From an optimization exercise on the open Yosys and OpenROAD flow, aimed at small area; shortcuts taken in it are not production practice.
The RTL was checked by simulation tests, not by an equivalence proof against the original design.
Power and IR drop assume default switching activity.

==> flow/design.v (excerpt) <==
module m68k_periph(
	input clk,
	input reset_n,
	input  [31:0] bus_addr,
	input  [15:0] bus_wdata,
	output [15:0] bus_rdata,
	input  bus_uds,
	input  bus_lds,
	input  bus_rw,
	output bus_ack,
	output [2:0] ipl_n,
	output tx,
	input rx,
	output [7:0] leds,
	output [17:0] ram_addr,
	input  [31:0] ram_data_read,
	output [31:0] ram_data_write,
	output ram_data_is_output,
	output [1:0] ram_ce_n,
	output [1:0] ram_ub_n,
	output [1:0] ram_lb_n,
	output [1:0] ram_we_n,
	output [1:0] ram_oe_n,
	input spi_miso,
	output spi_mosi,
	output spi_clk,
	output [2:0] spi_cs_n
);
For scale: about 180 I/O pins, roughly 12000 um^2 of cells after synthesis.
export LEC_CHECK = 0
export CAP_MARGIN = 20
export CORE_MARGIN = 2
export CORE_UTILIZATION = 40
export GPL_TIMING_DRIVEN = 0
export SLEW_MARGIN = 20
create_clock -name core_clock -period 10.0 [get_ports {clk}]
standard.sh (not shown) runs the stock make flow with config.mk's settings and CLKGATE_MAP_FILE= SYNTH_SCRIPT=/design/flow/synth_recipe.tcl, a recipe that flattens the netlist after the stock synthesis.
==> flow/flow/run.sh <==
#!/bin/bash
# The standard ORFS layout with these changes:
#  - synthesis: no prefix-adder extra map, no adder extraction, an
#    area-oriented ABC script (flow/abc.script) and no buffers on
#    pass-through wires; registers are mapped exactly as in the standard
#    synthesis (dfflibmap runs before ABC, which only remaps combinational
#    logic);
#  - port buffers are sky130_fd_sc_hd__buf_1;
#  - clock tree: smaller sink clusters of clkbuf_4/clkbuf_8, no dummy loads.
# ORFS's full output goes to orfs_make.log, each step's log to orfs/logs/.
set -euo pipefail
W=$(pwd)
{
  head -n 1 synth_recipe.tcl
  cat <<'EOT'
proc abc {args} {
  set i [lsearch -exact $args -script]
  if {$i >= 0} { lset args [expr {$i + 1}] $::env(MY_ABC_SCRIPT) }
  yosys abc {*}$args
}
EOT
  tail -n +2 synth_recipe.tcl
} > my_synth.tcl
export MY_ABC_SCRIPT="$W/flow/abc.script"
export BUFFER_PORTS_ARGS="-buffer_cell sky130_fd_sc_hd__buf_1"
export CTS_ARGS="-sink_clustering_enable -repair_clock_nets -dont_use_dummy_load -sink_clustering_size 12 -sink_clustering_max_diameter 100 -buf_list {sky130_fd_sc_hd__clkbuf_4 sky130_fd_sc_hd__clkbuf_8}"
bash standard.sh SYNTH_SCRIPT="$W/my_synth.tcl" SYNTH_OPERATIONS_ARGS=-noshare ADDER_MAP_FILE= SYNTH_INSBUF=0 finish > orfs_make.log 2>&1
==> flow/flow/abc.script <==
strash
ifraig
scorr
dc2
strash
&get -n
&dch -f
&nf -R 1000
&put
Edit:
--- a/flow/flow/run.sh
+++ b/flow/flow/run.sh
@@ -9 +9 @@
-#  - clock tree: smaller sink clusters of clkbuf_4/clkbuf_8, no dummy loads.
+#  - clock tree: small sink clusters of clkbuf_4, no dummy loads.
@@ -26 +26 @@
-export CTS_ARGS="-sink_clustering_enable -repair_clock_nets -dont_use_dummy_load -sink_clustering_size 12 -sink_clustering_max_diameter 100 -buf_list {sky130_fd_sc_hd__clkbuf_4 sky130_fd_sc_hd__clkbuf_8}"
+export CTS_ARGS="-sink_clustering_enable -repair_clock_nets -dont_use_dummy_load -sink_clustering_size 8 -sink_clustering_max_diameter 50 -buf_list {sky130_fd_sc_hd__clkbuf_4}"
--- a/flow/config.mk
+++ b/flow/config.mk
@@ -10 +10 @@
-export CORE_UTILIZATION = 40
+export CORE_UTILIZATION = 60
=>
- The changed run completed with no timing, DRC or antenna violations
- total power shrinks by 2.3%
- routed wire length is lower by 4.8%
- final cell count fell by 6.0%
- hold slack hardly moves
Edit:
--- a/flow/flow/run.sh
+++ b/flow/flow/run.sh
@@ -26 +26 @@
-export CTS_ARGS="-sink_clustering_enable -repair_clock_nets -dont_use_dummy_load -sink_clustering_size 8 -sink_clustering_max_diameter 50 -buf_list {sky130_fd_sc_hd__clkbuf_4}"
+export CTS_ARGS="-sink_clustering_enable -repair_clock_nets -dont_use_dummy_load -sink_clustering_size 9 -sink_clustering_max_diameter 60 -buf_list {sky130_fd_sc_hd__clkbuf_4}"
--- a/flow/config.mk
+++ b/flow/config.mk
@@ -10 +10 @@
-export CORE_UTILIZATION = 60
+export CORE_UTILIZATION = 40
The changed run went through all stages and came out clean.
Final area rose by 0.93%.
Die area rose by 48%.
Synthesized cell count stays the same.
Edit:
--- a/flow/flow/run.sh
+++ b/flow/flow/run.sh
@@ -26 +26 @@
-export CTS_ARGS="-sink_clustering_enable -repair_clock_nets -dont_use_dummy_load -sink_clustering_size 9 -sink_clustering_max_diameter 60 -buf_list {sky130_fd_sc_hd__clkbuf_4}"
+export CTS_ARGS="-sink_clustering_enable -repair_clock_nets -dont_use_dummy_load -sink_clustering_size 8 -sink_clustering_max_diameter 50 -buf_list {sky130_fd_sc_hd__clkbuf_4}"
What happened: The changed run completed without violations. Clock skew is lower by 0.024 ns. Via count hardly moves. Total power rose by 1.6%.

Another version of the RTL of m68k_periph (not shown whole).
For scale: roughly 1,500 cells after synthesis, ~180 I/O pins, roughly 0.012 sq mm of cells after synthesis.
export LEC_CHECK = 0
export CAP_MARGIN = 20
export CORE_MARGIN = 2
export CORE_UTILIZATION = 40
export SLEW_MARGIN = 20
create_clock -name core_clock -period 10.0 [get_ports {clk}]
==> flow/flow/run.sh <==
#!/bin/bash
# The standard ORFS layout with three changes:
#  - synthesis: no prefix-adder extra map, no adder extraction, and an
#    area-oriented ABC script (flow/abc.script); registers are mapped exactly
#    as in the standard synthesis (dfflibmap runs before ABC, which only
#    remaps combinational logic);
#  - port buffers are sky130_fd_sc_hd__buf_1;
#  - clock tree: larger sink clusters, no dummy loads.
set -euo pipefail
W=$(pwd)
{
  head -n 1 synth_recipe.tcl
  cat <<'EOT'
proc abc {args} {
  set i [lsearch -exact $args -script]
  if {$i >= 0} { lset args [expr {$i + 1}] $::env(MY_ABC_SCRIPT) }
  yosys abc {*}$args
}
EOT
  tail -n +2 synth_recipe.tcl
} > my_synth.tcl
export MY_ABC_SCRIPT="$W/flow/abc.script"
export BUFFER_PORTS_ARGS="-buffer_cell sky130_fd_sc_hd__buf_1"
export CTS_ARGS="-sink_clustering_enable -repair_clock_nets -dont_use_dummy_load -sink_clustering_size 20 -sink_clustering_max_diameter 150 -buf_list {sky130_fd_sc_hd__clkbuf_8 sky130_fd_sc_hd__clkbuf_16}"
bash standard.sh SYNTH_SCRIPT="$W/my_synth.tcl" SYNTH_OPERATIONS_ARGS=-noshare ADDER_MAP_FILE= finish > orfs_make.log 2>&1
==> flow/flow/abc.script <==
strash
dc2
dch -f
amap
The first run finished clean.
==> next run, changes <==
--- a/flow/flow/run.sh
+++ b/flow/flow/run.sh
@@ -23,3 +23,3 @@
 export BUFFER_PORTS_ARGS="-buffer_cell sky130_fd_sc_hd__buf_1"
-export CTS_ARGS="-sink_clustering_enable -repair_clock_nets -dont_use_dummy_load -sink_clustering_size 20 -sink_clustering_max_diameter 150 -buf_list {sky130_fd_sc_hd__clkbuf_8 sky130_fd_sc_hd__clkbuf_16}"
+export CTS_ARGS="-sink_clustering_enable -repair_clock_nets -dont_use_dummy_load -sink_clustering_size 12 -sink_clustering_max_diameter 100 -buf_list {sky130_fd_sc_hd__clkbuf_4 sky130_fd_sc_hd__clkbuf_8}"
 bash standard.sh SYNTH_SCRIPT="$W/my_synth.tcl" SYNTH_OPERATIONS_ARGS=-noshare ADDER_MAP_FILE= finish > orfs_make.log 2>&1
After rerunning: The new run ran to the end with no violations; critical path depth does not change; cell area decreases by 0.58%; sequential share of layout area increases by 0.25 points; worst setup slack got worse by 0.062 ns; via count stays flat; first-iteration DRC count hardly moves; register-to-register slack got worse by 0.02 ns; worst hold slack improved by 0.029 ns; sequential power stays flat; area after synthesis is unchanged.

[port drivers added, routing unchanged]
How much do the figures lean on ideal ports? The routed layouts below were timed once more, with nothing changed but the port constraints.
Step 1 (the two cells are an assumption about what drives the block):
set clk [get_ports {clk}]
set_driving_cell -lib_cell sky130_fd_sc_hd__clkbuf_16 $clk
set_driving_cell -lib_cell sky130_fd_sc_hd__buf_2 [delete_from_list [all_inputs] $clk]
Step 2, shift: input delay + t, output delay - t, t = (earliest + latest rising clock arrival at the registers) / 2. This alone moves slack from input paths to output paths.
Three values: no drivers, after step 1, after step 2; two values: the first two.
run	shift t [ns]	setup WS [ns]	hold slack, ns
the first run of note 1	0.595	3.479 / 3.452 / 3.452	0.442 / 0.442 / 0.442
the second run of note 1	0.682	3.258 / 3.225 / 3.225	0.444 / 0.444 / 0.444
the third run of note 1	0.689	3.487 / 3.461 / 3.461	0.426 / 0.426 / 0.426
the fourth run of note 1	0.695	3.474 / 3.447 / 3.447	0.446 / 0.446 / 0.446
the first run of note 2	0.546	3.305 / 3.277 / 3.213	0.393 / 0.393 / 0.393
the second run of note 2	0.619	3.243 / 3.215 / 3.215	0.422 / 0.422 / 0.422
After both steps every run listed still meets setup and hold. The setup slack of the first run of note 2, which loses most, moves by -0.028 ns with the drivers and by -0.092 ns with both steps.
